This design comes from an exercise in tuning for small area, a short achievable clock period and few clock cycles on the open sky130 flow, not from production work. Function was checked by simulation only, so behaviour that the tests miss may differ from the original. No activity file was given, so power comes from the tool's default toggle rates.

File: flow/flow/run.sh
#!/bin/bash
# The standard layout, with each port buffered by a small buffer instead of
# the delay cell that buffer_ports picks by default.
set -euo pipefail
bash standard.sh "BUFFER_PORTS_ARGS=-buffer_cell sky130_fd_sc_hd__buf_2" finish > standard.log 2>&1
File: flow/standard.sh
#!/bin/bash
# synth_recipe.tcl (not shown) runs the flow's synth.tcl, then flattens the netlist and writes it again
# the make line also repeats each setting of config.mk as NAME=value (left out here)
make -C /OpenROAD-flow-scripts/flow DESIGN_CONFIG=/design/flow/config.mk WORK_HOME=/design/flow/orfs CLKGATE_MAP_FILE= SYNTH_SCRIPT=/design/flow/synth_recipe.tcl "${@:-finish}"
File: flow/config.mk
export PLATFORM = sky130hd
export DESIGN_NAME = HW2_divider
export DESIGN_NICKNAME = HW2_divider
export VERILOG_FILES = /design/flow/design.v
export SDC_FILE = /design/flow/constraint.sdc
export NUM_CORES = 4
export LEC_CHECK = 0
export ABC_CLOCK_PERIOD_IN_PS = 1500
export CAP_MARGIN = 20
export CORE_MARGIN = 2
export CORE_UTILIZATION = 40
export SETUP_SLACK_MARGIN = 2
export SLEW_MARGIN = 20
File: flow/constraint.sdc
create_clock -name core_clock -period 6.0 [get_ports {Clk}]
set_input_delay 1.2000 -clock core_clock [delete_from_list [all_inputs] [get_ports {Clk}]]
set_output_delay 1.2000 -clock core_clock [all_outputs]
set_load 0.01 [all_outputs]
File: flow/design.v
module HW2_divider(Clk, Rst, St, Divisor, Dividend, Quotient, Remainder, Overflow, Done);
	input Clk, Rst, St;
	input [15:0] Divisor;
	input [15:0] Dividend;
	output [15:0] Quotient;
	output [15:0] Remainder;
	output Overflow;
	output reg Done;
	reg [15:0] R;      
	reg [15:0] B;      
	reg [15:0] Q;      
	reg [2:0] cnt;     
	reg ovf;
	reg [2:0] e;
	always @(*) begin
		casez (Divisor)
			16'b1???????????????, 16'b01??????????????: e = 3'd0;
			16'b001?????????????, 16'b0001????????????: e = 3'd1;
			16'b00001???????????, 16'b000001??????????: e = 3'd2;
			16'b0000001?????????, 16'b00000001????????: e = 3'd3;
			16'b000000001???????, 16'b0000000001??????: e = 3'd4;
			16'b00000000001?????, 16'b000000000001????: e = 3'd5;
			16'b0000000000001???, 16'b00000000000001??: e = 3'd6;
			default: e = 3'd7;
		endcase
	end
	wire [15:0] n1 = e[2] ? {Divisor[7:0], 8'b0} : Divisor;
	wire [15:0] n2 = e[1] ? {n1[11:0], 4'b0} : n1;
	wire [15:0] n3 = e[0] ? {n2[13:0], 2'b0} : n2;
	wire [17:0] d1 = {2'b0, R} - {2'b0, B};
	wire [17:0] d2 = {2'b0, R} - {1'b0, B, 1'b0};
	wire [18:0] ca = {3'b0, R};
	wire [18:0] cb = ~{3'b0, B};
	wire [18:0] cc = ~{2'b0, B, 1'b0};
	wire [18:0] cs = ca ^ cb ^ cc;
	wire [18:0] cy = {(ca[17:0] & cb[17:0]) | (ca[17:0] & cc[17:0]) | (cb[17:0] & cc[17:0]), 1'b1};
	wire [18:0] d3 = cs + cy + 19'd1;
	wire ge1 = ~d1[17];
	wire ge2 = ~d2[17];
	wire ge3 = ~d3[18];
	wire s3 = ge3;
	wire s2 = ge2 & ~ge3;
	wire s1 = ge1 & ~ge2;
	wire s0 = ~ge1;
	wire [15:0] rn = ({16{s3}} & d3[15:0]) | ({16{s2}} & d2[15:0]) |
	                 ({16{s1}} & d1[15:0]) | ({16{s0}} & R);
	assign Quotient = Q;
	assign Remainder = R;
	assign Overflow = ovf;
	always @(posedge Clk) begin
		if (Rst)
			Done <= 1'b1;
		else if (Done)
			Done <= ~St;
		else if (cnt == 3'd0 || ovf)
			Done <= 1'b1;
	end
	always @(posedge Clk) begin
		if (Done) begin
			B <= n3;
			cnt <= e;
			if (St) begin
				R <= Dividend;
				Q <= 16'd0;
				ovf <= ~|Divisor;
			end
		end else begin
			R <= rn;
			Q <= {Q[13:0], ge2, ge3 | (ge1 & ~ge2)};
			B <= {2'b0, B[15:2]};
			cnt <= cnt - 3'd1;
		end
	end
endmodule
==> out/results.ini, run 1 <==
[critical_path]
slowest_stage=a2111oi_2
critPathKind=reg2reg
startpoint_type=register
crit_required_ns=6.05
timing.rr.start=R[1]
rrSetupSlack_ns=2.15
crit_family=compound AO/OA/AOI/OAI gates
crit_path_end_kind=register
worstSetupStartpoint=R[1]
crit_path_max_fanout=6
path_cells=inv_1 > fa_1 > ha_1 > inv_1 > fa_1 > a21o_1 > a2111oi_2 > o31ai_1 > a41oi_1 > mux2i_1 > a21oi_1 > a21oi_1 > a2bb2oi_1
arrival_ns=3.90
r2r_end=R[15]
cp.depth=13
crit_buf_inv=2
max_stage_delay_ns=0.51
reg2regPathDepth=13

[cells_and_area]
diodes=0
fin_area_um2=5720
area_growth_pct=13.2
fillers=1232
nets=726
seq_area_um2=1390
drive_gt1_share_pct=15.2
multi_input_area_um2=3470

[yosys]
seq_area_frac_synth_pct=27.5
yosysUniqueCellTypes=63
yosysWarnings=1
async_reset_ff_share_pct=0
ys_seq_elements=53
syn-instance-count=562
synth_ff_type=edfxtp_1
syn_area_per_cell_um2=8.99
syn-num-nets=664
syn-cell-area_um2=5050
synth_edf_count=33

[clock_network]
clkSinkCount=53
cts_buffers=5
root_buffer=clkbuf_16
post-cts-setup-buffers=0
cts_tree=done
hold_buffers=0
post_cts_resize_count=1
clockBufferDepth=2
htreeDepth=2
insertion_delay_ns=0.30
path_clk_slew_ns=0.08

[sta]
clock_skew_ns=0.00762
setup_slack_ns=2.15
tightest_slew_ns=0.919
setup_violations=0
maxSlewViolCount=0
finalHoldViolations=0
rsz0062_at_grt=yes
period_share_pct=64.2
fmax_mhz=260
min_period_ns=3.85
maxSlewHeadroom_pct=38.5
setup_tns_ns=0

[power]
p_comb_share_pct=62.3
leakagePower_uw=0.00246
p_clk_share_pct=14.3
intPower_uw=1140
seqPwrFrac_pct=23.5
netSwitchingFraction_pct=44.8
vdd_drop_max_uv=142
powerDensity_nw_per_um2=361
p_switching_uw=927

[worst_hold_path]
min_to=cnt[0]
min_path_type=reg2reg
hp-start=cnt[0]
holdPathStages=1

[floorplanning]
die_h_um=116
die_w_um=116
start_util_pct=40.5
die-area_um2=13500
coreArea_um2=12500
ios=69
row_count=41

[drt]
post_drt_wl_per_cell_um=17.7
drc=0
firstDrtPassIters=4
drtIter0Drc=304
num_vias=4533
ant_nets=0
viasPerCell=5.69
wl_mm=14.1

[global_routing]
use_met1_pct=28.6
gr-total-overflow=0
grt_busiest_layer=met2
antenna_found_initial=0
grt_max_degree=62
grt_pass1_vias=4541
grtUsageTotal_pct=21.7
grt_use_met2_pct=35.2
use_met3_pct=3.58
grt_pass1_wl_mm=22.7

[place]
place_area_um2=5570
port_buffers=68
post-place-ws_ns=1.99
place_congestion=0.956
dp_hpwl_mm=10.8

[run_status]
status=no timing/DRC/antenna violations

[job]
maxCapViolCount=0

-- cells by family after synthesis --
group | after synthesis | synth area share (%)
buffers and inverters | 50 | 4.01
AND/OR/NAND/NOR | 161 | 16.1
multiplexers | 13 | 2.57
AO/OA/AOI/OAI | 183 | 24.4
adder cells (fa/ha/maj) | 67 | 19.3
flip-flops | 53 | 27.5
XOR/XNOR | 35 | 6.07
-- cells in the final DEF, fill, tap and decap left out, types with 19 or more instances in the layout --
cell type / netlist / final
buf_2: 6 / 68
ha_1: 49 / 49
nor2_1: 41 / 41
a21oi_1: 44 / 44
nor2b_1: 19 / 19
edfxtp_1: 33 / 33
nand2_1: 34 / 34
inv_1: 29 / 29
a21o_1: 20 / 20
dfxtp_1: 20 / 19
xnor2_1: 25 / 25
-- worst register-to-register path: stages, from the launching register on --
cell and delay, ns:
edfxtp_1 0.49, inv_1 0.12, fa_1 0.50, ha_1 0.18, inv_1 0.06, fa_1 0.40, a21o_1 0.23, a2111oi_2 0.51
o31ai_1 0.18, a41oi_1 0.38, mux2i_1 0.23, a21oi_1 0.09, a21oi_1 0.15, a2bb2oi_1 0.08
-- sequential cells by signal, summed over array words and instances (netlist names) --
| name | cells |
|---|---|
| Q | 16 |
| R | 16 |
| ovf | 1 |
| Done | 1 |
| cnt | 3 |
| B | 16 |
-- how the worst max path moves through the flow --
stage / slack [ns] / end
floorplan: 2.51 / R[15]
detailed placement: 1.99 / R[15]
CTS: 2.07 / R[15]
finish: 2.15 / R[15]
global placement: 2.09 / R[15]
global route: 1.85 / R[15]
-- metrics by stage --
step / cells / utilization [%] / power [uW] / hold slack, ns
final: 797 / 45.9 / 2070 / 0.443
after global routing: 797 / 45.9 / 2240 / 0.457
after CTS: 797 / 45.8 / 2050 / 0.445
after detailed placement: 789 / 44.7 / 1750 / 0.433
after global placement: 789 / 44.7 / 1730 / 0.424
after floorplan: 562 / - / 1450 / 0.411
-- power groups by stage --
stage / Combinational (uW) / Sequential [uW] / Clock, uW
global route: 1440 / 492 / 311
finish: 1290 / 485 / 295
global placement: 1240 / 492 / 0
floorplan: 955 / 493 / 0
CTS: 1270 / 485 / 301
detailed placement: 1260 / 493 / 0
-- Yosys cell counts, types with 13 or more instances --
| master | n | area share [%] |
|---|---|---|
| ha_1 | 49 | 12 |
| a21oi_1 | 44 | 4.4 |
| nor2_1 | 41 | 3.0 |
| nand2_1 | 34 | 2.5 |
| edfxtp_1 | 33 | 20 |
| inv_1 | 29 | 2.2 |
| xnor2_1 | 25 | 4.3 |
| a21o_1 | 20 | 3.0 |
| dfxtp_1 | 20 | 7.9 |
| nor2b_1 | 19 | 2.4 |
| fa_1 | 18 | 7.1 |
| o21ai_0 | 17 | 1.7 |
| o21ai_1 | 17 | 1.7 |
| mux2i_1 | 13 | 2.6 |
-- layer usage --
layer | share of wire, % | vias to the layer above
met2 | 46 | 144
met1 | 46 | 2150
met5 | 0 | -
met3 | 5.7 | 28
li1 | - | 2211
met4 | 2.8 | 0
-- cell type report --
| cell class | instances | area share (%) |
|---|---|---|
| flip-flops and latches | 53 | 24.3 |
| clock buffers | 5 | 2.19 |
| clock inverters | 3 | 0.306 |
| repair buffers | 74 | 6.74 |
| inverters | 31 | 2.03 |
| multi-input cells | 459 | 60.6 |
| well taps | 172 | 3.76 |
Testbench counts, summed over its fixed seeds: cycles 47,499.
==> run 2: changes to the inputs <==
--- a/flow/config.mk
+++ b/flow/config.mk
@@ -5,7 +5,7 @@
 export SDC_FILE = /design/flow/constraint.sdc
 export NUM_CORES = 4
 export LEC_CHECK = 0
-export ABC_CLOCK_PERIOD_IN_PS = 1500
+export ABC_CLOCK_PERIOD_IN_PS = 2000
 export CAP_MARGIN = 20
 export CORE_MARGIN = 2
 export CORE_UTILIZATION = 40
==> out/results.ini, run 2 <==
[clock_network]
clockBufferDepth=2
cts_tree=done
clkSinkCount=53
root_buffer=clkbuf_16
cts_buffers=5
path_clk_slew_ns=0.08
htreeDepth=2
insertion_delay_ns=0.30
hold_buffers=0

[drt]
met3_length_um=806
wl_mm=14.1
drtIter0Drc=304
firstDrtPassIters=4
ant_nets=0
viasPerCell=5.69
wl_met1_mm=6.47
drc=0
num_vias=4533
topRoutingLayerUsed=met4
post_drt_wl_per_cell_um=17.7
met2_length_mm=6.43

[critical_path]
rrSetupSlack_ns=2.15
crit_path_max_fanout=6
startpoint_type=register
path_cells=inv_1 > fa_1 > ha_1 > inv_1 > fa_1 > a21o_1 > a2111oi_2 > o31ai_1 > a41oi_1 > mux2i_1 > a21oi_1 > a21oi_1 > a2bb2oi_1
r2r_end=R[15]
slowest_stage=a2111oi_2
crit_path_end_kind=register
max_stage_delay_ns=0.51
reg2regPathDepth=13
crit_required_ns=6.05
critPathKind=reg2reg
timing.rr.start=R[1]
arrival_ns=3.90

[yosys]
syn-num-nets=664
yosys.area.top_type=edfxtp_1
synthTopCellsByArea=edfxtp_1, ha_1, dfxtp_1, fa_1, a21oi_1
ys_seq_elements=53
synth_common_cells=ha_1, a21oi_1, nor2_1
synth_top_area_share_pct=19.6
syn-instance-count=562
seq_area_frac_synth_pct=27.5
synth_edf_count=33
synth_ff_type=edfxtp_1
post-synth-top-count-cell=ha_1
async_reset_ff_share_pct=0
yosysWarnings=1
yosysUniqueCellTypes=63
syn-cell-area_um2=5050
syn_area_per_cell_um2=8.99

[place]
post-place-ws_ns=1.99
port_buffers=68
place_area_um2=5570
place_inst=789
place_congestion=0.956
dp_hpwl_mm=10.8

[cells_and_area]
diodes=0
finalNonFillerCells=797
layout_commonest_cell=buf_2
fin_area_um2=5720
nets=726
drive_gt1_share_pct=15.2
area_growth_pct=13.2
final_cell_mix=buf_2, ha_1, a21oi_1
largestRegisters=B: 16 flops, Q: 16 flops, R: 16 flops

[floorplanning]
start_util_pct=40.5
ios=69
die-area_um2=13500
die_h_um=116
row_count=41
coreArea_um2=12500
die_w_um=116

[sta]
tightest_slew_ns=0.919
setup_slack_ns=2.15
maxSlewHeadroom_pct=38.5
setup_violations=0
min_period_ns=3.85
finalHoldViolations=0
clock_skew_ns=0.00762
fmax_mhz=260
setup_tns_ns=0
rsz0062_at_grt=yes
maxSlewViolCount=0
period_share_pct=64.2

[power]
p_comb_share_pct=62.3
leakagePower_uw=0.00246
p_switching_uw=927
netSwitchingFraction_pct=44.8
intPower_uw=1140
power.total_uw=2070
seqPwrFrac_pct=23.5
powerDensity_nw_per_um2=361
vdd_drop_max_uv=142
p_clk_share_pct=14.3

[worst_hold_path]
min_to=cnt[0]
min_path_type=reg2reg
holdPathStages=1
hp-start=cnt[0]

[run_status]
status=no timing/DRC/antenna violations

[global_routing]
grtUsageTotal_pct=21.7
grt_pass1_vias=4541
grt_pass1_wl_mm=22.7
antenna_found_initial=0
gr-total-overflow=0
grt_max_degree=62

[job]
maxCapViolCount=0

[run 2: repair_timing]
action,in CTS,in global routing
pin swaps,0,0
buffers inserted,0,0
setup endpoints to repair,1,4
resized for setup,1,2
[run 2: cell type report]
class,instances,area [um^2]
well taps,172,215
inverters,31,116
multi-input cells,459,3470
flip-flops and latches,53,1390
fillers,1232,6750
clock buffers,5,125
repair buffers,74,385
clock inverters,3,17.5
[run 2: kinds of logic (layout without fill, tap and decap cells)]
logic type / count (synthesis) / count (layout) / share of synthesized area (%)
flops: 53 / 53 / 27.5
fa+ha+maj: 67 / 67 / 19.3
mux: 13 / 13 / 2.57
buf+inv: 50 / 113 / 4.01
simple gates: 161 / 161 / 16.1
compound gates: 183 / 183 / 24.4
xor+xnor: 35 / 35 / 6.07
[run 2: routing by layer]
layer | track usage, % | vias up
li1 | - | 2211
met3 | 3.58 | 28
met2 | 35.2 | 144
met4 | 9.05 | 0
met5 | 0 | -
met1 | 28.6 | 2150
[run 2: worst max-delay path, delay by kind of cell, from the launching register on]
| kind | cells | cell delay (ns) |
|---|---|---|
| adder cells (fa/ha/maj) | 3 | 1.08 |
| AO/OA/AOI/OAI | 7 | 1.62 |
| buffers and inverters | 2 | 0.18 |
| flip-flops | 1 | 0.49 |
| multiplexers | 1 | 0.22 |
[run 2: power groups by stage]
| stage | registers, uW | logic [uW] | clock network [uW] |
|---|---|---|---|
| after floorplan | 493 | 955 | 0 |
| after global placement | 492 | 1240 | 0 |
| after detailed placement | 493 | 1260 | 0 |
| after CTS | 485 | 1270 | 301 |
| after global routing | 492 | 1440 | 311 |
| final | 485 | 1290 | 295 |
[run 2: worst max-delay path by stage]
stage / startpoint / to
2_1_floorplan: R[1] / R[15]
3_3_place_gp: R[1] / R[15]
3_5_place_dp: R[1] / R[15]
4_1_cts: R[1] / R[15]
5_1_grt: R[1] / R[15]
6_report: R[1] / R[15]
[run 2: stage by stage]
step | hold slack (ns) | util [%]
6_report | 0.443 | 45.9
5_1_grt | 0.457 | 45.9
4_1_cts | 0.445 | 45.8
3_5_place_dp | 0.433 | 44.7
3_3_place_gp | 0.424 | 44.7
2_1_floorplan | 0.411 | -
==> run 3: changes to the inputs <==
==> flow/flow/run.sh (replaced) <==
#!/bin/bash
# The standard layout, with each port buffered by a small buffer instead of
# the delay cell that buffer_ports picks by default.
set -euo pipefail
bash standard.sh "BUFFER_PORTS_ARGS=-buffer_cell sky130_fd_sc_hd__buf_1" finish > standard.log 2>&1
==> out/results.ini, run 3 <==
[clock_network]
clockBufferDepth=2
htreeDepth=2
insertion_delay_ns=0.31
root_buffer=clkbuf_16
post-cts-setup-buffers=0
post_cts_resize_count=0
cts_tree=done
cts_buffers=5
hold_buffers=0
clkSinkCount=53
path_clk_slew_ns=0.07

[cells_and_area]
final_util_pct=45.2
fillers=1250
multi_input_area_um2=3480
finalNonFillerCells=795
area_growth_pct=11.4
fin_area_um2=5630
nets=724
layout_commonest_cell=buf_1
seq_area_um2=1390
largestRegisters=B: 16 flops, Q: 16 flops, R: 16 flops
diodes=0
final_cell_mix=buf_1, ha_1, a21oi_1
drive_gt1_share_pct=4.49

[critical_path]
reg2regPathDepth=13
rrSetupSlack_ns=2.26
slowest_stage=edfxtp_1
startpoint_type=register
r2r_end=R[15]
crit_path_max_fanout=6
crit_path_end_kind=register
crit_required_ns=6.05
critPathKind=reg2reg
max_stage_delay_ns=0.50
arrival_ns=3.79
path_cells=inv_1 > fa_1 > ha_1 > inv_1 > fa_1 > a21o_1 > a2111oi_2 > o31ai_1 > a41oi_1 > mux2i_1 > a21oi_1 > a21oi_1 > a2bb2oi_1
timing.rr.start=R[1]

[yosys]
synth_top_area_share_pct=19.6
yosysUniqueCellTypes=63
synth_common_cells=ha_1, a21oi_1, nor2_1
seq_area_frac_synth_pct=27.5
syn_area_per_cell_um2=8.99
yosys.area.top_type=edfxtp_1
synthAdderAreaFrac_pct=19.3
post-synth-top-count-cell=ha_1
async_reset_ff_share_pct=0
syn-cell-area_um2=5050
synth_ff_type=edfxtp_1
yosysWarnings=1
synthSimpleGateAreaFrac_pct=16.1
synth_xor_area_share_pct=6.07
synth_compound_area_share_pct=24.4
synth.area.mux_share_pct=2.57
syn-num-nets=664
synth_top_family_by_area=compound AO/OA/AOI/OAI gates
ys_seq_elements=53
syn-instance-count=562
synth_edf_count=33
synthTopCellsByArea=edfxtp_1, ha_1, dfxtp_1, fa_1, a21oi_1

[drt]
viasPerCell=5.74
num_vias=4565
firstDrtPassIters=5
drtIter0Drc=299
post_drt_wl_per_cell_um=17.8
ant_nets=0
drc=0
wl_mm=14.1

[sta]
maxSlewViolCount=0
period_share_pct=62.4
finalHoldViolations=0
setup_violations=0
maxSlewHeadroom_pct=39.9
tightest_slew_ns=0.896
clock_skew_ns=0.00772
rsz0062_at_grt=yes
setup_tns_ns=0
min_period_ns=3.74
fmax_mhz=267

[floorplanning]
coreArea_um2=12500
die_h_um=116
die-area_um2=13500
start_util_pct=40.5
row_count=41
die_w_um=116
ios=69

[global_routing]
grt_max_degree=62
antenna_found_initial=0
grt_use_met2_pct=36.9
use_met1_pct=28.1
grt_pass1_vias=4582
grtUsageTotal_pct=21.8
grt_busiest_layer=met2
use_met3_pct=4.00
gr-total-overflow=0
grt_pass1_wl_mm=22.8

[worst_hold_path]
holdPathStages=1
hp-start=cnt[0]
min_to=cnt[0]
min_path_type=reg2reg

[run_status]
status=no timing/DRC/antenna violations

[power]
vdd_drop_max_uv=142
powerDensity_nw_per_um2=368
leakagePower_uw=0.00225
power.total_uw=2070

[job]
maxCapViolCount=0

[place]
port_buffers=68
place_congestion=0.979
place_area_um2=5470
place_inst=787
dp_hpwl_mm=10.8

==> run 3: report_power, final <==
| group | internal [uW] | switching, uW | leakage (uW) |
|---|---|---|---|
| logic | 536 | 748 | 0.00168 |
| clock network | 154 | 145 | 0.0000696 |
| registers | 441 | 45.8 | 0.000505 |
| total | 1130 | 939 | 0.00225 |
==> run 3: area by class of cell <==
| type | instances | area share (%) |
|---|---|---|
| clock inverter | 3 | 0.311 |
| multi-input combinational | 459 | 61.8 |
| timing repair buffer | 72 | 5.07 |
| sequential | 53 | 24.7 |
| inverter | 31 | 2.07 |
| clock buffer | 5 | 2.22 |
| tap | 172 | 3.82 |
==> run 3: cells by family (layout without fill, tap and decap cells) <==
logic type	count (synthesis)	after routing
adders and majority gates	67	67
xor gates and xnor gates	35	35
and+or+nand+nor	161	161
muxes	13	13
buffers and inverters	50	111
DFF	53	53
AOI/OAI and AO/OA	183	183
==> run 3: worst max-delay path: cells and delay by family, from the launching register on <==
family                   cells  cell delay, ns
multiplexers                 1            0.23
adder cells (fa/ha/maj)      3            1.09
flip-flops                   1            0.50
AO/OA/AOI/OAI                7            1.51
buffers and inverters        2            0.18
==> run 3: worst max path at each step <==
| stage | startpoint | to | slack (ns) | cells past startpoint |
|---|---|---|---|---|
| after floorplan | R[1] | R[15] | 2.51 | 13 |
| after global placement | R[1] | R[15] | 2.09 | 13 |
| after detailed placement | R[1] | R[15] | 2.03 | 13 |
| after CTS | R[1] | R[15] | 2.00 | 13 |
| after global routing | R[1] | R[15] | 1.96 | 13 |
| final | R[1] | R[15] | 2.26 | 13 |
==> run 3: per-layer routing <==
layer / vias to the layer above / part of all wire [%]
met2: 148 / 47
met3: 24 / 5.7
met4: 0 / 2.3
met5: - / 0
li1: 2210 / -
met1: 2183 / 45
==> run 3: per-stage QoR <==
| stage | setup slack (ns) | hold slack, ns |
|---|---|---|
| global route | 1.96 | 0.464 |
| global placement | 2.09 | 0.426 |
| detailed placement | 2.03 | 0.434 |
| CTS | 2.00 | 0.445 |
| finish | 2.26 | 0.446 |
| floorplan | 2.51 | 0.411 |
==> run 4: changes to the inputs <==
--- a/flow/config.mk
+++ b/flow/config.mk
@@ -5,6 +5,7 @@
 export SDC_FILE = /design/flow/constraint.sdc
 export NUM_CORES = 4
 export LEC_CHECK = 0
+export ABC_AREA = 1
 export ABC_CLOCK_PERIOD_IN_PS = 2000
 export CAP_MARGIN = 20
 export CORE_MARGIN = 2
==> out/results.ini, run 4 <==
[critical_path]
crit_path_max_fanout=6
crit_path_end_kind=register
arrival_ns=3.18
critPathKind=reg2reg
crit_required_ns=6.08
startpoint_type=register
reg2regPathDepth=14

[sta]
rsz0062_at_grt=no
fmax_mhz=323
clock_skew_ns=0.00979
min_period_ns=3.10
maxSlewHeadroom_pct=40.9
setup_tns_ns=0
maxSlewViolCount=0
tightest_slew_ns=0.886
finalHoldViolations=0
period_share_pct=51.6
setup_violations=0

[yosys]
post-synth-top-count-cell=nand2_1
synth_ff_type=edfxtp_1
syn-num-nets=983
seq_area_frac_synth_pct=23.8
synth_top_area_share_pct=17.5
async_reset_ff_share_pct=0
yosysUniqueCellTypes=49
yosysWarnings=1
synth_common_cells=nand2_1, inv_1, nor2_1
syn-instance-count=881
syn-cell-area_um2=5840
ys_seq_elements=53
yosys.area.top_type=nand2_1
synth_edf_count=33
syn_area_per_cell_um2=6.63
synthTopCellsByArea=nand2_1, edfxtp_1, ha_1, inv_1, nor2_1

[floorplanning]
ios=69
die-area_um2=15600
die_w_um=125
coreArea_um2=14400
row_count=44
die_h_um=125
start_util_pct=40.5

[power]
leakagePower_uw=0.00312
p_comb_share_pct=68.8
p_clk_share_pct=12.0
seqPwrFrac_pct=19.2
vdd_drop_max_uv=140
power.total_uw=2690
p_switching_uw=1440
netSwitchingFraction_pct=53.4
powerDensity_nw_per_um2=419
intPower_uw=1260

[drt]
ant_nets=0
viasPerCell=5.01
post_drt_wl_per_cell_um=14.8
firstDrtPassIters=5
drtIter0Drc=301
drc=0
num_vias=5666
wl_mm=16.7

[job]
maxCapViolCount=0

[clock_network]
hold_buffers=0
root_buffer=clkbuf_16
clockBufferDepth=2
post-cts-setup-buffers=0
post_cts_resize_count=0
cts_tree=done
path_clk_slew_ns=0.08
clkSinkCount=53
htreeDepth=2
insertion_delay_ns=0.32
cts_buffers=5

[global_routing]
gr-total-overflow=0
grt_pass1_vias=5348
grt_pass1_wl_mm=27.0
grtUsageTotal_pct=21.6
antenna_found_initial=0
grt_max_degree=34

[cells_and_area]
largestRegisters=B: 16 flops, Q: 16 flops, R: 16 flops
nets=1047
final_util_pct=44.5
area_growth_pct=9.85
final_cell_mix=nand2_1, inv_1, nor2_1
multi_input_area_um2=3880
fillers=1572
diodes=0
drive_gt1_share_pct=5.92
layout_commonest_cell=nand2_1
seq_area_um2=1390

[place]
dp_hpwl_mm=13.3
place_congestion=0.916
port_buffers=68

[worst_hold_path]
holdPathStages=1
min_path_type=reg2reg

[run_status]
status=no timing/DRC/antenna violations

==> run 4: cell count changes after synthesis, sizes merged, moves of 11 or more <==
cell    delta
nor2b     -19
nor2      +73
a21o      -19
inv      +100
mux2i     -13
nand3     +69
nand2b    -11
nand2    +249
xnor2     -19
==> run 4: kinds of logic after synthesis <==
| kind of cell | after synthesis | share of synthesized area (%) |
|---|---|---|
| AO/OA/AOI/OAI | 91 | 9.66 |
| XOR/XNOR | 13 | 1.95 |
| adder cells (fa/ha/maj) | 67 | 16.7 |
| buffers and inverters | 143 | 9.74 |
| flip-flops | 53 | 23.8 |
| AND/OR/NAND/NOR | 514 | 38.2 |
==> run 4: power groups by stage <==
stage          sequential [uW]  combinational, uW  clock [uW]
2_1_floorplan              524               1390           0
3_3_place_gp               524               1820           0
3_5_place_dp               526               1830           0
4_1_cts                    517               1840         330
5_1_grt                    526               2100         342
6_report                   517               1850         324
==> run 4: through the flow <==
stage                     area, um^2  cells  setup slack (ns)  hold WS [ns]
after global routing            6420   1130              2.68         0.509
after detailed placement        6260   1122              2.81         0.451
final                           6420   1130              2.90         0.457
after CTS                       6420   1130              2.89         0.464
after floorplan                 5840    881              3.23         0.427
after global placement          6260   1122              2.86         0.452
==> run 4: final timing paths <==
path,from,end,slack (ns)
setup / recovery,R[1],R[9],2.90
setup reg to reg,R[1],R[9],2.90
hold reg to reg,cnt[0],cnt[0],0.46
hold / removal,cnt[0],cnt[0],0.46
==> run 4: worst max-delay path: stages, from the launching register on <==
cell and delay (ns):
edfxtp_1 0.47, inv_1 0.10, fa_1 0.49, ha_1 0.21, inv_1 0.13, fa_1 0.45
nand3_1 0.11, nand3_1 0.11, nand3_1 0.09, nand2_1 0.10, or2_2 0.28, nand3_1 0.09
nand3_1 0.07, nor2_1 0.11, nor2_1 0.05
==> run 4: layout make-up <==
type	count	area share, %
Inverter	130	7.64
Multi-Input combinational cell	685	60.5
Sequential cell	53	21.7
Clock inverter	3	0.448
Tap cell	184	3.59
Timing Repair Buffer	70	4.21
Clock buffer	5	1.95
==> run 4: per-layer routing <==
layer  GRT usage [%]  routed length [um]
met1            29.0                7720
met2            35.3                7620
met3            3.48                 854
met4            7.39                 501
met5               0                   0
==> run 5: changes to the inputs <==
--- a/flow/config.mk
+++ b/flow/config.mk
@@ -5,10 +5,9 @@
 export SDC_FILE = /design/flow/constraint.sdc
 export NUM_CORES = 4
 export LEC_CHECK = 0
-export ABC_AREA = 1
 export ABC_CLOCK_PERIOD_IN_PS = 2000
 export CAP_MARGIN = 20
 export CORE_MARGIN = 2
 export CORE_UTILIZATION = 40
-export SETUP_SLACK_MARGIN = 2
+export SETUP_SLACK_MARGIN = 2.5
 export SLEW_MARGIN = 20
==> out/results.ini, run 5 <==
[cells_and_area]
final_cell_mix=buf_1, ha_1, a21oi_1
drive_gt1_share_pct=11.0
diodes=0
largestRegisters=B: 16 flops, Q: 16 flops, R: 16 flops
fillers=1216
nets=740
layout_commonest_cell=buf_1
area_growth_pct=17.1
finalNonFillerCells=811

[critical_path]
r2r_end=R[7]
arrival_ns=3.48
timing.rr.start=R[2]
setup.worst_path.end=R[7]
critPathKind=reg2reg
slowest_stage=fa_1
crit_path_max_fanout=10
max_stage_delay_ns=0.51
reg2regPathDepth=10
rrSetupSlack_ns=2.55
startpoint_type=register
path_cells=fa_1 > ha_1 > nand2b_1 > a21o_1 > a211o_1 > a21oi_4 > a41o_4 > mux2i_1 > a2111oi_1 > a21oi_1
crit_required_ns=6.03
worstSetupStartpoint=R[2]
crit_path_end_kind=register

[sta]
clock_skew_ns=0.0103
min_period_ns=3.45
setup_tns_ns=0
finalHoldViolations=0
maxSlewViolCount=0
fmax_mhz=290
fin_hold_ws_ns=0.446
maxSlewHeadroom_pct=38.0
setup_violations=0
period_share_pct=57.5
tightest_slew_ns=0.925
rsz0062_at_grt=yes

[drt]
num_vias=4687
firstDrtPassIters=5
drtIter0Drc=262
ant_nets=0
post_drt_wl_per_cell_um=18.3
drc=0
wl_mm=14.8
viasPerCell=5.78

[yosys]
ys_seq_elements=53
async_reset_ff_share_pct=0
syn-instance-count=562
synth_edf_count=33
synthTopCellsByArea=edfxtp_1, ha_1, dfxtp_1, fa_1, a21oi_1
syn-num-nets=664
yosysWarnings=1
syn-cell-area_um2=5050
yosysUniqueCellTypes=63
syn_area_per_cell_um2=8.99
synth_ff_type=edfxtp_1
seq_area_frac_synth_pct=27.5
yosys.area.top_type=edfxtp_1
synth_top_area_share_pct=19.6
synth_common_cells=ha_1, a21oi_1, nor2_1
post-synth-top-count-cell=ha_1

[floorplanning]
row_count=41
die_h_um=116
coreArea_um2=12500
start_util_pct=40.5
ios=69
die_w_um=116
die-area_um2=13500

[worst_hold_path]
min_path_type=reg2reg

[clock_network]
path_clk_slew_ns=0.08
clkSinkCount=53
cts_tree=done
clockBufferDepth=2
cts_buffers=5
root_buffer=clkbuf_16
htreeDepth=2
insertion_delay_ns=0.31

[place]
place_inst=787
place_congestion=0.979
dp_hpwl_mm=10.8
port_buffers=68

[run_status]
status=no timing/DRC/antenna violations

[job]
maxCapViolCount=0

[global_routing]
grt_max_degree=62
antenna_found_initial=0
grt_pass1_wl_mm=23.1
grtUsageTotal_pct=21.9
gr-total-overflow=0
grt_pass1_vias=4611

[power]
leakagePower_uw=0.00234
powerDensity_nw_per_um2=380
vdd_drop_max_uv=171

run 5: cell count changes in the layout (fill, tap and decap cells not counted), moves of 9 or more:
| cell | delta |
|---|---|
| nand3_1 | -67 |
| mux2i_1 | +13 |
| a21o_1 | +18 |
| nor2b_1 | +19 |
| xnor2_1 | +19 |
| a21oi_1 | +9 |
| nand2b_1 | +10 |
| buf_4 | +16 |
| nor2_1 | -71 |
| nand2_1 | -239 |
| or2_2 | -10 |
| inv_1 | -100 |
| o21ai_1 | +10 |
run 5: worst min path at each step:
| stage | from | end | cells past startpoint |
|---|---|---|---|
| floorplan | cnt[0] | cnt[0] | 1 |
| global placement | cnt[0] | cnt[0] | 1 |
| detailed placement | cnt[0] | cnt[0] | 1 |
| CTS | cnt[0] | cnt[0] | 1 |
| global route | cnt[0] | cnt[0] | 1 |
| finish | cnt[0] | cnt[0] | 1 |
run 5: layout make-up:
| type | instances | area, um^2 | share of cell area [%] |
|---|---|---|---|
| multi-input cells | 459 | 3630 | 61.4 |
| flip-flops and latches | 53 | 1390 | 23.6 |
| repair buffers | 88 | 413 | 6.98 |
| well taps | 172 | 215 | 3.64 |
| clock buffers | 5 | 125 | 2.12 |
| inverters | 31 | 116 | 1.97 |
| clock inverters | 3 | 17.5 | 0.296 |
run 5: per-stage QoR:
stage               util (%)  setup slack, ns  instance area [um^2]  total power, uW
floorplan                  -             2.51                  5050             1450
global placement        43.9             2.09                  5470             1720
detailed placement      43.9             2.03                  5470             1750
CTS                     45.6             2.51                  5690             2100
global route            47.5             2.47                  5920             2420
finish                  47.5             2.55                  5920             2250
run 5: power by group:
group          total (uW)  leakage (uW)  internal (uW)  switching, uW
clock network         298     0.0000696            154            144
registers             483      0.000505            441           41.9
logic                1470       0.00176            642            827
total                2250       0.00234           1240           1010
run 5: kinds of logic after synthesis:
kind of cell | after synthesis | share of synthesized area, %
DFF | 53 | 27.5
xor gates and xnor gates | 35 | 6.07
buffers and inverters | 50 | 4.01
AOI/OAI and AO/OA | 183 | 24.4
adders and majority gates | 67 | 19.3
muxes | 13 | 2.57
and+or+nand+nor | 161 | 16.1
run 5: worst max-delay path, delay by kind of cell (launching register included):
kind	cells	cell delay (ns)
adders and majority gates	2	0.81
AOI/OAI and AO/OA	6	1.58
and+or+nand+nor	1	0.10
DFF	1	0.50
muxes	1	0.15
run 5: routing by layer:
| layer | part of all wire (%) | vias up | wire, um | global-route usage [%] |
|---|---|---|---|---|
| li1 | - | 2234 | - | - |
| met1 | 43 | 2249 | 6420 | 28.6 |
| met2 | 48 | 176 | 7110 | 37.0 |
| met3 | 6.6 | 28 | 982 | 4.00 |
| met4 | 2.2 | 0 | 326 | 6.98 |
| met5 | 0 | - | 0 | 0 |
run 5: timing repair:
action                     in CTS  in global routing
gates resized for setup        14                 28
setup endpoints to repair      14                 17
setup buffers                   3                 13
hold buffers                    0                  0
pin swaps                       0                 12
==> run 6: changes to the inputs <==
--- a/flow/config.mk
+++ b/flow/config.mk
@@ -5,6 +5,7 @@
 export SDC_FILE = /design/flow/constraint.sdc
 export NUM_CORES = 4
 export LEC_CHECK = 0
+export ABC_AREA = 1
 export ABC_CLOCK_PERIOD_IN_PS = 2000
 export CAP_MARGIN = 20
 export CORE_MARGIN = 2
==> out/results.ini, run 6 <==
[power]
vdd_drop_max_uv=140
p_switching_uw=1440
seqPwrFrac_pct=19.2
p_comb_share_pct=68.8
netSwitchingFraction_pct=53.4
powerDensity_nw_per_um2=419
intPower_uw=1260
leakagePower_uw=0.00312
p_clk_share_pct=12.0

[clock_network]
post-cts-setup-buffers=0
clkSinkCount=53
post_cts_resize_count=0
insertion_delay_ns=0.32
cts_buffers=5
root_buffer=clkbuf_16
hold_buffers=0
htreeDepth=2
cts_tree=done
clockBufferDepth=2
path_clk_slew_ns=0.08

[cells_and_area]
final_cell_mix=nand2_1, inv_1, nor2_1
final_util_pct=44.5
diodes=0
largestRegisters=B: 16 flops, Q: 16 flops, R: 16 flops
layout_commonest_cell=nand2_1
drive_gt1_share_pct=5.92
nets=1047
area_growth_pct=9.85

[sta]
period_share_pct=51.6
setup_tns_ns=0
maxSlewViolCount=0
setup_violations=0
fmax_mhz=323
fin_hold_ws_ns=0.457
rsz0062_at_grt=no
maxSlewHeadroom_pct=40.9
tightest_slew_ns=0.886
min_period_ns=3.10
finalHoldViolations=0
clock_skew_ns=0.00979

[yosys]
synth_ff_type=edfxtp_1
synth_common_cells=nand2_1, inv_1, nor2_1
yosysWarnings=1
synth_top_area_share_pct=17.5
syn-cell-area_um2=5840
synthTopCellsByArea=nand2_1, edfxtp_1, ha_1, inv_1, nor2_1
seq_area_frac_synth_pct=23.8
ys_seq_elements=53
syn-num-nets=983
synth_edf_count=33
syn_area_per_cell_um2=6.63
yosysUniqueCellTypes=49
syn-instance-count=881
yosys.area.top_type=nand2_1
post-synth-top-count-cell=nand2_1
async_reset_ff_share_pct=0

[drt]
viasPerCell=5.01
wl_mm=16.7
drc=0
num_vias=5666
post_drt_wl_per_cell_um=14.8
ant_nets=0
drtIter0Drc=301
firstDrtPassIters=5

[floorplanning]
row_count=44
ios=69
start_util_pct=40.5
die-area_um2=15600
coreArea_um2=14400
die_w_um=125
die_h_um=125

[global_routing]
grt_pass1_vias=5348
antenna_found_initial=0
grt_pass1_wl_mm=27.0
gr-total-overflow=0
grt_max_degree=34
grtUsageTotal_pct=21.6

[run_status]
status=no timing/DRC/antenna violations

[job]
maxCapViolCount=0

[place]
port_buffers=68
place_congestion=0.916
dp_hpwl_mm=13.3

[critical_path]
rrSetupSlack_ns=2.90
timing.rr.start=R[1]
startpoint_type=register
critPathKind=reg2reg
r2r_end=R[9]
reg2regPathDepth=14
crit_required_ns=6.08
crit_path_max_fanout=6
arrival_ns=3.18
crit_path_end_kind=register

[worst_hold_path]
min_to=cnt[0]
holdPathStages=1
hp-start=cnt[0]
min_path_type=reg2reg

-- run 6: worst max path at each step --
stage                           start  endpoint  slack, ns
final                            R[1]      R[9]       2.90
after detailed placement  Divisor[12]      B[6]       2.81
after CTS                        R[1]      R[9]       2.89
after global placement    Divisor[12]      B[6]       2.86
after global routing             R[1]      R[9]       2.68
after floorplan                  R[1]      R[9]       3.23
-- run 6: cell type report --
type | count | area (um^2)
tap | 184 | 230
sequential | 53 | 1390
fill | 1572 | 8010
multi-input combinational | 685 | 3880
clock inverter | 3 | 28.8
inverter | 130 | 490
clock buffer | 5 | 125
timing repair buffer | 70 | 270
-- run 6: cell families after synthesis --
| logic type | synth area share [%] |
|---|---|
| AOI/OAI and AO/OA | 9.66 |
| xor gates and xnor gates | 1.95 |
| adders and majority gates | 16.7 |
| buffers and inverters | 9.74 |
| DFF | 23.8 |
| and+or+nand+nor | 38.2 |
-- run 6: critical path: stages, from the launching register on --
cell      delay (ns)
edfxtp_1        0.47
inv_1           0.10
fa_1            0.49
ha_1            0.21
inv_1           0.13
fa_1            0.45
nand3_1         0.11
nand3_1         0.11
nand3_1         0.09
nand2_1         0.10
or2_2           0.28
nand3_1         0.09
nand3_1         0.07
nor2_1          0.11
nor2_1          0.05
-- run 6: power by group through the flow --
stage,combinational [uW],clock (uW),sequential [uW]
after floorplan,1390,0,524
after global placement,1820,0,524
after detailed placement,1830,0,526
after CTS,1840,330,517
after global routing,2100,342,526
final,1850,324,517
-- run 6: through the flow --
| step | std cells | total power (uW) | setup WS, ns | instance area [um^2] |
|---|---|---|---|---|
| 6_report | 1130 | 2690 | 2.90 | 6420 |
| 5_1_grt | 1130 | 2960 | 2.68 | 6420 |
| 4_1_cts | 1130 | 2690 | 2.89 | 6420 |
| 3_5_place_dp | 1122 | 2360 | 2.81 | 6260 |
| 3_3_place_gp | 1122 | 2340 | 2.86 | 6260 |
| 2_1_floorplan | 881 | 1910 | 3.23 | 5840 |
-- run 6: routing by layer --
| layer | part of all wire, % | track usage, % | vias up |
|---|---|---|---|
| met5 | 0 | 0 | - |
| met4 | 3.0 | 7.39 | 0 |
| met3 | 5.1 | 3.48 | 31 |
| met2 | 46 | 35.3 | 139 |
| met1 | 46 | 29.0 | 2536 |
| li1 | - | - | 2960 |
==> run 7: changes to the inputs <==
--- a/flow/config.mk
+++ b/flow/config.mk
@@ -10,5 +10,5 @@
 export CAP_MARGIN = 20
 export CORE_MARGIN = 2
 export CORE_UTILIZATION = 40
-export SETUP_SLACK_MARGIN = 2.5
+export SETUP_SLACK_MARGIN = 3.0
 export SLEW_MARGIN = 20
==> out/results.ini, run 7 <==
[sta]
maxSlewHeadroom_pct=40.3
rsz0062_at_grt=yes
min_period_ns=2.86
clock_skew_ns=0.00980
setup_slack_ns=3.14
setup_tns_ns=0
fmax_mhz=350
period_share_pct=47.6
tightest_slew_ns=0.895
maxSlewViolCount=0
setup_violations=0
finalHoldViolations=0

[yosys]
synth_ff_type=edfxtp_1
yosys.area.top_type=nand2_1
syn-cell-area_um2=5840
syn-num-nets=983
syn-instance-count=881
synth_common_cells=nand2_1, inv_1, nor2_1
async_reset_ff_share_pct=0
synth_edf_count=33
yosysWarnings=1
yosysUniqueCellTypes=49
seq_area_frac_synth_pct=23.8
synth_top_area_share_pct=17.5
syn_area_per_cell_um2=6.63
synthTopCellsByArea=nand2_1, edfxtp_1, ha_1, inv_1, nor2_1
post-synth-top-count-cell=nand2_1
ys_seq_elements=53

[drt]
drc=0
wl_mm=17.0
ant_nets=0
firstDrtPassIters=7
num_vias=5768
drtIter0Drc=276
post_drt_wl_per_cell_um=14.8
viasPerCell=5.01

[place]
dp_hpwl_mm=13.3
port_buffers=68
post-place-ws_ns=2.81
place_congestion=0.916
place_inst=1122

[critical_path]
timing.rr.start=R[1]
startpoint_type=register
critPathKind=reg2reg
rrSetupSlack_ns=3.14
crit_required_ns=6.08
crit_path_end_kind=register
worstSetupStartpoint=R[1]
crit_path_max_fanout=3
arrival_ns=2.94

[floorplanning]
die_h_um=125
coreArea_um2=14400
die-area_um2=15600
ios=69
row_count=44
die_w_um=125
start_util_pct=40.5

[global_routing]
antenna_found_initial=0
grtUsageTotal_pct=21.6
grt_max_degree=34
gr-total-overflow=0
grt_pass1_vias=5352
grt_pass1_wl_mm=27.0

[worst_hold_path]
hp-start=cnt[0]
min_path_type=reg2reg

[cells_and_area]
area_growth_pct=14.0
nets=1068
final_util_pct=46.2
diodes=0
finalNonFillerCells=1151
drive_gt1_share_pct=10.4
largestRegisters=B: 16 flops, Q: 16 flops, R: 16 flops
final_cell_mix=nand2_1, nor2_1, inv_1
layout_commonest_cell=nand2_1

[clock_network]
clockBufferDepth=2
hold_buffers=0
root_buffer=clkbuf_16
htreeDepth=2
insertion_delay_ns=0.32
cts_tree=done
path_clk_slew_ns=0.08
cts_buffers=5
clkSinkCount=53

[job]
maxCapViolCount=0

[run_status]
status=no timing/DRC/antenna violations

[power]
leakagePower_uw=0.00322
vdd_drop_max_uv=149
powerDensity_nw_per_um2=423

run 7: changes by cell type in the layout (fill, tap and decap cells not counted), moves of 2 or more:
cell and delta:
nand3_4 +2, inv_2 +14, buf_4 +19, ha_4 +2
inv_1 -14, nor2_2 +2, ha_1 -4, ha_2 +2
nor2_1 -2
run 7: timing repair:
item                                    CTS  global route
resized for setup                         0            28
pin swaps                                 0             6
endpoints found under the setup margin    2            25
buffers inserted                          1            19
gates cloned                              0             1
run 7: layout make-up:
type	instances	area, um^2
tap	184	230
sequential	53	1390
clock inverter	3	28.8
clock buffer	5	125
fill	1560	7760
timing repair buffer	90	433
multi-input combinational	686	3960
inverter	130	490
run 7: cell families (layout without fill, tap and decap cells):
group / count (synthesis) / in the layout / share of synthesized area, %
flops: 53 / 53 / 23.8
simple gates: 514 / 515 / 38.2
fa+ha+maj: 67 / 67 / 16.7
buf+inv: 143 / 228 / 9.74
xor+xnor: 13 / 13 / 1.95
compound gates: 91 / 91 / 9.66
run 7: worst max-delay path, stage by stage (launching register included):
cell and delay [ns]:
edfxtp_1 0.36, inv_1 0.07, fa_1 0.54, ha_4 0.17, inv_2 0.07, fa_2 0.41
nand3_1 0.10, nand3_1 0.11, nand3_1 0.09, nand2_1 0.10, or2_2 0.28, nand3_1 0.09
nand3_1 0.07, nor2_1 0.11, nor2_1 0.05
run 7: final timing paths:
path,cells after the start,endpoint
max,14,R[9]
min,1,cnt[0]
max reg2reg,14,R[9]
min reg2reg,1,cnt[0]
run 7: metrics by stage:
step / area [um^2] / power (uW) / hold slack [ns]
global placement: 6260 / 2340 / 0.452
global route: 6660 / 3090 / 0.530
detailed placement: 6260 / 2360 / 0.451
floorplan: 5840 / 1910 / 0.427
finish: 6660 / 2820 / 0.455
CTS: 6430 / 2690 / 0.464
run 7: power breakdown:
part           leakage [uW]  internal, uW  switching (uW)
registers          0.000506           458            48.1
logic               0.00264           717            1270
clock network     0.0000763           161             162
run 7: routing by layer:
layer	track usage, %	wire length [um]	share of wire (%)	up-vias
met5	0	0	0	-
met4	7.39	571	3.4	0
met3	3.48	819	4.8	38
met2	35.4	7770	46	159
met1	29.0	7850	46	2566
li1	-	-	-	3005
==> run 8: changes to the inputs <==
--- a/flow/config.mk
+++ b/flow/config.mk
@@ -10,5 +10,5 @@
 export CAP_MARGIN = 20
 export CORE_MARGIN = 2
 export CORE_UTILIZATION = 40
-export SETUP_SLACK_MARGIN = 3.0
+export SETUP_SLACK_MARGIN = 3.4
 export SLEW_MARGIN = 20
==> out/results.ini, run 8 <==
[run_status]
status=no timing/DRC/antenna violations

[yosys]
yosysUniqueCellTypes=49
yosys.area.top_type=nand2_1
synth_common_cells=nand2_1, inv_1, nor2_1
synth_ff_type=edfxtp_1
syn-instance-count=881
yosysWarnings=1
syn-cell-area_um2=5840
syn_area_per_cell_um2=6.63
seq_area_frac_synth_pct=23.8
synth_edf_count=33
syn-num-nets=983
synth_top_area_share_pct=17.5
async_reset_ff_share_pct=0
ys_seq_elements=53
synthTopCellsByArea=nand2_1, edfxtp_1, ha_1, inv_1, nor2_1
post-synth-top-count-cell=nand2_1

[floorplanning]
die-area_um2=15600
die_w_um=125
ios=69
die_h_um=125
coreArea_um2=14400
start_util_pct=40.5
row_count=44

[place]
port_buffers=68
place_inst=1122
dp_hpwl_mm=13.2
place_congestion=0.963

[clock_network]
htreeDepth=2
hold_buffers=0
insertion_delay_ns=0.32
root_buffer=clkbuf_16
clkSinkCount=53
cts_tree=done
path_clk_slew_ns=0.09
cts_buffers=5
clockBufferDepth=2

[sta]
maxSlewViolCount=0
tightest_slew_ns=0.918
setup_tns_ns=0
fmax_mhz=370
min_period_ns=2.70
setup_violations=0
maxSlewHeadroom_pct=38.8
clock_skew_ns=0.0160
period_share_pct=45.1
finalHoldViolations=0
rsz0062_at_grt=yes

[cells_and_area]
finalNonFillerCells=1175
area_growth_pct=24.5
largestRegisters=B: 16 flops, Q: 16 flops, R: 16 flops
drive_gt1_share_pct=20.0
multi_input_area_um2=4370
layout_commonest_cell=nand2_1
fillers=1492
nets=1092
diodes=0
final_cell_mix=nand2_1, inv_1, nor2_1
seq_area_um2=1400

[drt]
firstDrtPassIters=5
met3_length_um=925
ant_nets=0
drc=0
viasPerCell=5.13
topRoutingLayerUsed=met4
num_vias=6031
wl_mm=18.2
wl_met1_mm=8.28
post_drt_wl_per_cell_um=15.5
met2_length_mm=8.68
drtIter0Drc=351

[worst_hold_path]
min_path_type=reg2reg
min_to=cnt[0]
holdPathStages=1
hp-start=cnt[0]

[critical_path]
crit_path_max_fanout=8
rrSetupSlack_ns=3.30
timing.rr.start=R[8]
startpoint_type=register
r2r_end=R[7]
critPathKind=reg2reg
reg2regPathDepth=13
crit_required_ns=6.08
worstSetupStartpoint=R[8]
crit_path_end_kind=register
arrival_ns=2.78

[power]
seqPwrFrac_pct=14.9
p_clk_share_pct=9.8
intPower_uw=1610
p_comb_share_pct=75.3
powerDensity_nw_per_um2=458
netSwitchingFraction_pct=51.7
vdd_drop_max_uv=154
p_switching_uw=1720
leakagePower_uw=0.00339

[global_routing]
gr-total-overflow=0
grt_pass1_wl_mm=28.9
grt_max_degree=38
grt_pass1_vias=5652
antenna_found_initial=0
grtUsageTotal_pct=23.1

[job]
maxCapViolCount=0

run 8: worst max-delay path by stage:
stage	endpoint	depth (start not counted)
after floorplan	R[9]	14
after global placement	B[6]	10
after detailed placement	B[9]	10
after CTS	R[3]	13
after global routing	R[6]	13
final	R[7]	13
run 8: routing by layer:
layer  global-route usage, %  up-vias
met1                    31.6     2802
met4                    5.10        0
met3                    2.88       19
met2                    39.0      150
li1                        -     3060
met5                       0        -
run 8: logic make-up after synthesis:
family                   synth area share, %
AO/OA/AOI/OAI                           9.66
flip-flops                              23.8
AND/OR/NAND/NOR                         38.2
buffers and inverters                   9.74
adder cells (fa/ha/maj)                 16.7
XOR/XNOR                                1.95
run 8: area by class of cell:
class                   instances  area share [%]
clock buffers                   5            1.72
clock inverters                 3           0.396
inverters                     130            6.85
multi-input cells             688            60.1
flip-flops and latches         53            19.2
well taps                     184            3.16
repair buffers                112            8.60
run 8: critical path, cell delays in order, from the launching register on:
cell and delay (ns):
edfxtp_1 0.45, fa_1 0.61, ha_4 0.24, nand2_4 0.09
inv_2 0.05, a21oi_4 0.16, nand3_4 0.15, nand2_8 0.13
nand2_8 0.11, buf_12 0.18, nand3_1 0.06, nand3_1 0.06
nor2_1 0.11, nor2_1 0.05
run 8: power groups by stage:
stage	Combinational (uW)	Clock [uW]	Sequential, uW
6_report	2510	328	497
5_1_grt	2760	347	504
4_1_cts	2250	331	497
3_5_place_dp	1830	0	527
3_3_place_gp	1820	0	525
2_1_floorplan	1390	0	525
run 8: through the flow:
| stage | utilization, % | area [um^2] | power, uW | hold slack, ns | setup slack [ns] |
|---|---|---|---|---|---|
| after CTS | 48.4 | 6990 | 3080 | 0.466 | 3.28 |
| after global placement | 43.5 | 6270 | 2340 | 0.460 | 2.90 |
| after detailed placement | 43.5 | 6270 | 2350 | 0.451 | 2.87 |
| final | 50.4 | 7270 | 3330 | 0.462 | 3.30 |
| after floorplan | - | 5850 | 1920 | 0.427 | 3.31 |
| after global routing | 50.4 | 7270 | 3610 | 0.509 | 3.18 |
run 8: repair_timing:
action / CTS / global route
endpoints found under the setup margin: 33 / 29
gates cloned: 2 / 1
hold endpoints to repair: 0 / 0
gates resized for setup: 68 / 53
pin swaps: 27 / 41
buffers inserted: 29 / 13
==> run 9: changes to the inputs <==
--- a/flow/config.mk
+++ b/flow/config.mk
@@ -9,6 +9,6 @@
 export ABC_CLOCK_PERIOD_IN_PS = 2000
 export CAP_MARGIN = 20
 export CORE_MARGIN = 2
-export CORE_UTILIZATION = 40
-export SETUP_SLACK_MARGIN = 3.4
+export CORE_UTILIZATION = 45
+export SETUP_SLACK_MARGIN = 3.2
 export SLEW_MARGIN = 20
==> out/results.ini, run 9 <==
[floorplanning]
die_w_um=118
coreArea_um2=12700
ios=69
die-area_um2=13900
row_count=41
start_util_pct=46.1
die_h_um=118

[critical_path]
max_stage_delay_ns=0.62
crit_buf_inv=1
critPathKind=reg2reg
r2r_end=R[6]
timing.rr.start=R[7]
path_cells=fa_2 > ha_4 > nand2_4 > nand2_2 > a21oi_2 > nand3_2 > nand2_4 > nand2_8 > buf_8 > nand3_1 > nand3_1 > nor2_1 > nor2_1
rrSetupSlack_ns=3.20
startpoint_type=register
reg2regPathDepth=13
crit_path_end_kind=register
crit_path_max_fanout=6
crit_required_ns=6.08
slowest_stage=fa_2
crit_family=simple AND/OR/NAND/NOR gates
arrival_ns=2.88

[worst_hold_path]
hp-start=cnt[0]
holdPathStages=1
min_path_type=reg2reg
min_to=cnt[0]

[yosys]
yosys.area.top_type=nand2_1
yosysWarnings=1
synth_edf_count=33
synth_common_cells=nand2_1, inv_1, nor2_1
async_reset_ff_share_pct=0
syn-num-nets=983
syn_area_per_cell_um2=6.63
synthTopCellsByArea=nand2_1, edfxtp_1, ha_1, inv_1, nor2_1
seq_area_frac_synth_pct=23.8
ys_seq_elements=53
synth_ff_type=edfxtp_1
syn-cell-area_um2=5840
syn-instance-count=881
post-synth-top-count-cell=nand2_1
synth_top_area_share_pct=17.5
yosysUniqueCellTypes=49

[cells_and_area]
final_cell_mix=nand2_1, nor2_1, inv_1
nets=1084
drive_gt1_share_pct=16.2
largestRegisters=B: 16 flops, Q: 16 flops, R: 16 flops
layout_commonest_cell=nand2_1
diodes=0
area_growth_pct=21.2
fin_area_um2=7080
fillers=1305

[place]
dp_hpwl_mm=13.3
place_area_um2=6250
port_buffers=68
place_congestion=0.923

[power]
powerDensity_nw_per_um2=449
vdd_drop_max_uv=233
leakagePower_uw=0.00336

[sta]
period_share_pct=46.6
setup_violations=0
tightest_slew_ns=0.911
setup_tns_ns=0
clock_skew_ns=0.0141
maxSlewViolCount=0
finalHoldViolations=0
rsz0062_at_grt=yes
fmax_mhz=358
min_period_ns=2.80
maxSlewHeadroom_pct=39.2

[clock_network]
insertion_delay_ns=0.31
path_clk_slew_ns=0.09
clockBufferDepth=2
htreeDepth=2
root_buffer=clkbuf_16
cts_buffers=5
clkSinkCount=53
cts_tree=done
hold_buffers=0

[drt]
num_vias=5932
ant_nets=0
wl_mm=17.9
viasPerCell=5.14
drc=0
drtIter0Drc=476
post_drt_wl_per_cell_um=15.5
firstDrtPassIters=5

[global_routing]
grt_pass1_vias=5682
gr-total-overflow=0
grt_pass1_wl_mm=28.4
antenna_found_initial=0
grtUsageTotal_pct=25.6
grt_max_degree=38

[run_status]
status=no timing/DRC/antenna violations

[job]
maxCapViolCount=0

run 9: cell counts after synthesis:
No cell type changed its count.
run 9: timing repair:
item	in CTS	in global routing
buffers inserted	25	9
cloned	2	1
gates resized for setup	24	64
pin swaps	8	36
endpoints found under the setup margin	24	24
run 9: worst max-delay path by stage:
stage | startpoint | end | depth (start not counted)
2_1_floorplan | R[1] | R[9] | 14
3_3_place_gp | Divisor[12] | B[6] | 10
3_5_place_dp | Divisor[12] | B[10] | 10
4_1_cts | B[0] | R[9] | 13
5_1_grt | R[1] | R[7] | 13
6_report | R[7] | R[6] | 13
run 9: cell families (layout without fill, tap and decap cells):
group / Yosys count / after routing / synth area share [%]
fa+ha+maj: 67 / 67 / 16.7
simple gates: 514 / 516 / 38.2
buf+inv: 143 / 243 / 9.74
compound gates: 91 / 91 / 9.66
flops: 53 / 53 / 23.8
xor+xnor: 13 / 13 / 1.95
run 9: metal layers:
layer | vias up | share of wire (%) | track usage (%)
met5 | - | 0 | 0
met4 | 0 | 2.3 | 6.48
met3 | 26 | 4.8 | 3.10
met2 | 141 | 47 | 43.7
met1 | 2720 | 46 | 34.4
li1 | 3045 | - | -
run 9: layout make-up:
class | count | area [um^2] | share of cell area, %
Sequential cell | 53 | 1390 | 19.7
Tap cell | 172 | 215 | 3.04
Inverter | 130 | 500 | 7.07
Timing Repair Buffer | 105 | 586 | 8.27
Multi-Input combinational cell | 687 | 4230 | 59.8
Clock buffer | 5 | 125 | 1.77
Clock inverter | 3 | 28.8 | 0.406
run 9: through the flow:
stage / hold slack, ns / total power [uW] / utilization [%] / cells / worst slack (ns)
after detailed placement: 0.451 / 2340 / 49.3 / 1110 / 2.80
final: 0.466 / 3180 / 55.9 / 1155 / 3.20
after global routing: 0.499 / 3460 / 55.9 / 1155 / 3.11
after CTS: 0.472 / 2840 / 52.8 / 1145 / 3.15
after floorplan: 0.427 / 1910 / - / 881 / 3.23
after global placement: 0.462 / 2340 / 49.3 / 1110 / 2.86
run 9: power breakdown:
part | internal, uW | switching (uW) | leakage, uW
Combinational | 934 | 1420 | 0.00277
Sequential | 457 | 38.9 | 0.000506
Clock | 161 | 166 | 0.0000763
==> run 10: changes to the inputs <==
==> flow/flow/run.sh (replaced) <==
#!/bin/bash
# The standard layout, with each port buffered by a small buffer instead of
# the delay cell that buffer_ports picks by default, and synthesis leaves
# adders to abc instead of mapping them to fa/ha cells.
set -euo pipefail
bash standard.sh "BUFFER_PORTS_ARGS=-buffer_cell sky130_fd_sc_hd__buf_1" "ADDER_MAP_FILE=" finish > standard.log 2>&1
--- a/flow/config.mk
+++ b/flow/config.mk
@@ -9,6 +9,6 @@
 export ABC_CLOCK_PERIOD_IN_PS = 2000
 export CAP_MARGIN = 20
 export CORE_MARGIN = 2
-export CORE_UTILIZATION = 45
-export SETUP_SLACK_MARGIN = 3.2
+export CORE_UTILIZATION = 40
+export SETUP_SLACK_MARGIN = 3.3
 export SLEW_MARGIN = 20
==> out/results.ini, run 10 <==
[sta]
fmax_mhz=386
setup_tns_ns=0
maxSlewViolCount=0
setup_violations=0
finalHoldViolations=0
fin_hold_ws_ns=0.469
tightest_slew_ns=0.860
period_share_pct=43.2
maxSlewHeadroom_pct=42.6
min_period_ns=2.59
clock_skew_ns=0.00901
rsz0062_at_grt=yes

[critical_path]
timing.rr.start=R[5]
reg2regPathDepth=19
r2r_end=R[5]
crit_path_end_kind=register
rrSetupSlack_ns=3.41
arrival_ns=2.66
startpoint_type=register
crit_required_ns=6.07
critPathKind=reg2reg
crit_path_max_fanout=8
worstSetupStartpoint=R[5]

[floorplanning]
die_h_um=125
die-area_um2=15600
row_count=44
start_util_pct=40.6
coreArea_um2=14400
die_w_um=125
ios=69

[clock_network]
htreeDepth=2
insertion_delay_ns=0.31
clockBufferDepth=2
clkSinkCount=53
path_clk_slew_ns=0.08
cts_buffers=5
root_buffer=clkbuf_16
cts_tree=done
hold_buffers=0

[global_routing]
grt_max_degree=39
use_met3_pct=2.06
grt_use_met2_pct=40.0
grt_pass1_vias=5973
grtUsageTotal_pct=23.8
gr-total-overflow=0
use_met1_pct=32.8
grt_pass1_wl_mm=29.9
antenna_found_initial=0
grt_busiest_layer=met2

[drt]
viasPerCell=5.09
drtIter0Drc=483
post_drt_wl_per_cell_um=14.8
num_vias=6605
wl_mm=19.1
firstDrtPassIters=5
drc=0
ant_nets=0

[yosys]
syn_area_per_cell_um2=5.81
async_reset_ff_share_pct=0
yosys.area.top_type=nand2_1
syn-cell-area_um2=5830
seq_area_frac_synth_pct=23.9
synth_common_cells=nand2_1, inv_1, nor2_1
yosysUniqueCellTypes=45
synth_ff_type=edfxtp_1
post-synth-top-count-cell=nand2_1
synth_edf_count=33
synth_xor_area_share_pct=3.76
syn-num-nets=1038
ys_seq_elements=53
synth_compound_area_share_pct=11.7
yosysWarnings=1
synthTopCellsByArea=nand2_1, edfxtp_1, inv_1, nor2_1, nand3_1
synth.area.mux_share_pct=0
syn-instance-count=1003
synthAdderAreaFrac_pct=0.172
synth_top_family_by_area=simple AND/OR/NAND/NOR gates
synthSimpleGateAreaFrac_pct=48.2
synth_top_area_share_pct=20.1

[place]
place_congestion=0.944
port_buffers=68
dp_hpwl_mm=14.5
place_area_um2=6260

[power]
vdd_drop_max_uv=143
powerDensity_nw_per_um2=324
power.total_uw=2330
leakagePower_uw=0.00367

[cells_and_area]
fillers=1549
layout_commonest_cell=nand2_1
drive_gt1_share_pct=21.6
diodes=0
seq_area_um2=1400
multi_input_area_um2=4120
final_util_pct=50.1
area_growth_pct=23.5
fin_area_um2=7200
largestRegisters=B: 16 flops, Q: 16 flops, R: 16 flops
final_cell_mix=nand2_1, inv_1, nor2_1
nets=1147

[job]
maxCapViolCount=0

[worst_hold_path]
min_path_type=reg2reg
hp-start=cnt[0]
min_to=cnt[0]
holdPathStages=1

[run_status]
status=no timing/DRC/antenna violations

## run 10: cells by family (layout without fill, tap and decap cells)
logic type | Yosys count | after routing
compound gates | 118 | 118
buf+inv | 184 | 293
fa+ha+maj | 1 | 1
xor+xnor | 25 | 25
simple gates | 622 | 623
flops | 53 | 53
## run 10: final cells by class
class / count / area share, %
clock buffer: 5 / 1.74
clock inverter: 3 / 0.400
inverter: 171 / 9.06
multi-input combinational: 767 / 57.2
sequential: 53 / 19.5
tap: 184 / 3.20
timing repair buffer: 114 / 8.87
## run 10: worst max path at each step
stage                 to  slack (ns)  cells past startpoint
floorplan           B[8]        3.32                     15
global placement    B[0]        2.65                     12
detailed placement  B[0]        2.75                     14
CTS                 R[5]        3.30                     18
global route        B[8]        3.28                     15
finish              R[5]        3.41                     19
## run 10: power breakdown
group	internal [uW]	total (uW)	leakage [uW]	switching (uW)
clock network	161	315	0.0000763	154
logic	523	1510	0.00309	986
registers	443	504	0.000506	61.1
total	1130	2330	0.00367	1200
## run 10: layer usage
layer	vias to the layer above	wire length (um)	share of wire (%)
li1	3400	-	-
met2	204	8960	47
met1	2981	8620	45
met3	20	1240	6.5
met5	-	0	0
met4	0	323	1.7
## run 10: repair_timing
item,in CTS,in global routing
pin swaps,3,26
buffers inserted,9,35
resized for setup,15,107
cloned,0,1
setup endpoints to repair,32,33
hold endpoints to repair,0,0
## run 10: stage by stage
step           setup slack [ns]  std cells
2_1_floorplan              3.32       1003
3_5_place_dp               2.75       1244
5_1_grt                    3.28       1297
6_report                   3.41       1297
4_1_cts                    3.30       1261
3_3_place_gp               2.65       1244
## run 10: critical path: stages (launching register included)
cell      delay [ns]
edfxtp_1        0.47
buf_4           0.19
nand2_4         0.10
nand2_4         0.09
nand2_2         0.09
nand2_2         0.06
nand2_4         0.07
nand2_4         0.06
nor2_4          0.12
nand3_2         0.10
nand2_4         0.10
nand2_2         0.08
nand2_4         0.10
nand2_8         0.12
nand2_8         0.15
nor2_4          0.09
nand2_1         0.09
nand2_1         0.06
nor2_2          0.14
nor2_1          0.05

separate check: timing with driven ports:
Ports are ideal in the flow. The routed layouts listed here were re-timed in OpenROAD.
Step 1: set_driving_cell puts a clkbuf_16 on Clk and a buf_2 on each other input, an assumption about the parent block.
Step 2 also shifts input and output timing later by t, the mid clock arrival at the registers, as if the neighbouring blocks saw the same clock.
Three values: ideal ports, drivers, drivers and shift; two values: the first two.
run	t (ns)	setup slack, ns	worst data-port slew with drivers (ns)
run 1	0.342	2.149 / 2.149 / 2.149	0.03
run 2	0.342	2.149 / 2.149 / 2.149	0.03
run 3	0.347	2.259 / 2.259 / 2.259	0.04
run 4	0.353	2.905 / 2.905 / 2.791	0.04
run 5	0.350	2.552 / 2.552 / 2.430	0.04
run 6	0.353	2.905 / 2.905 / 2.791	0.04
run 7	0.353	3.143 / 3.143 / 2.983	0.04
run 8	0.354	3.296 / 3.296 / 3.272	0.03
run 9	0.346	3.204 / 3.204 / 3.084	0.04
run 10	0.344	3.409 / 3.409 / 3.136	0.03
After both steps setup and hold are still met in every run listed. For run 10, which loses most, drivers alone change the setup slack by 0.000 ns; drivers and shift together by -0.273 ns.
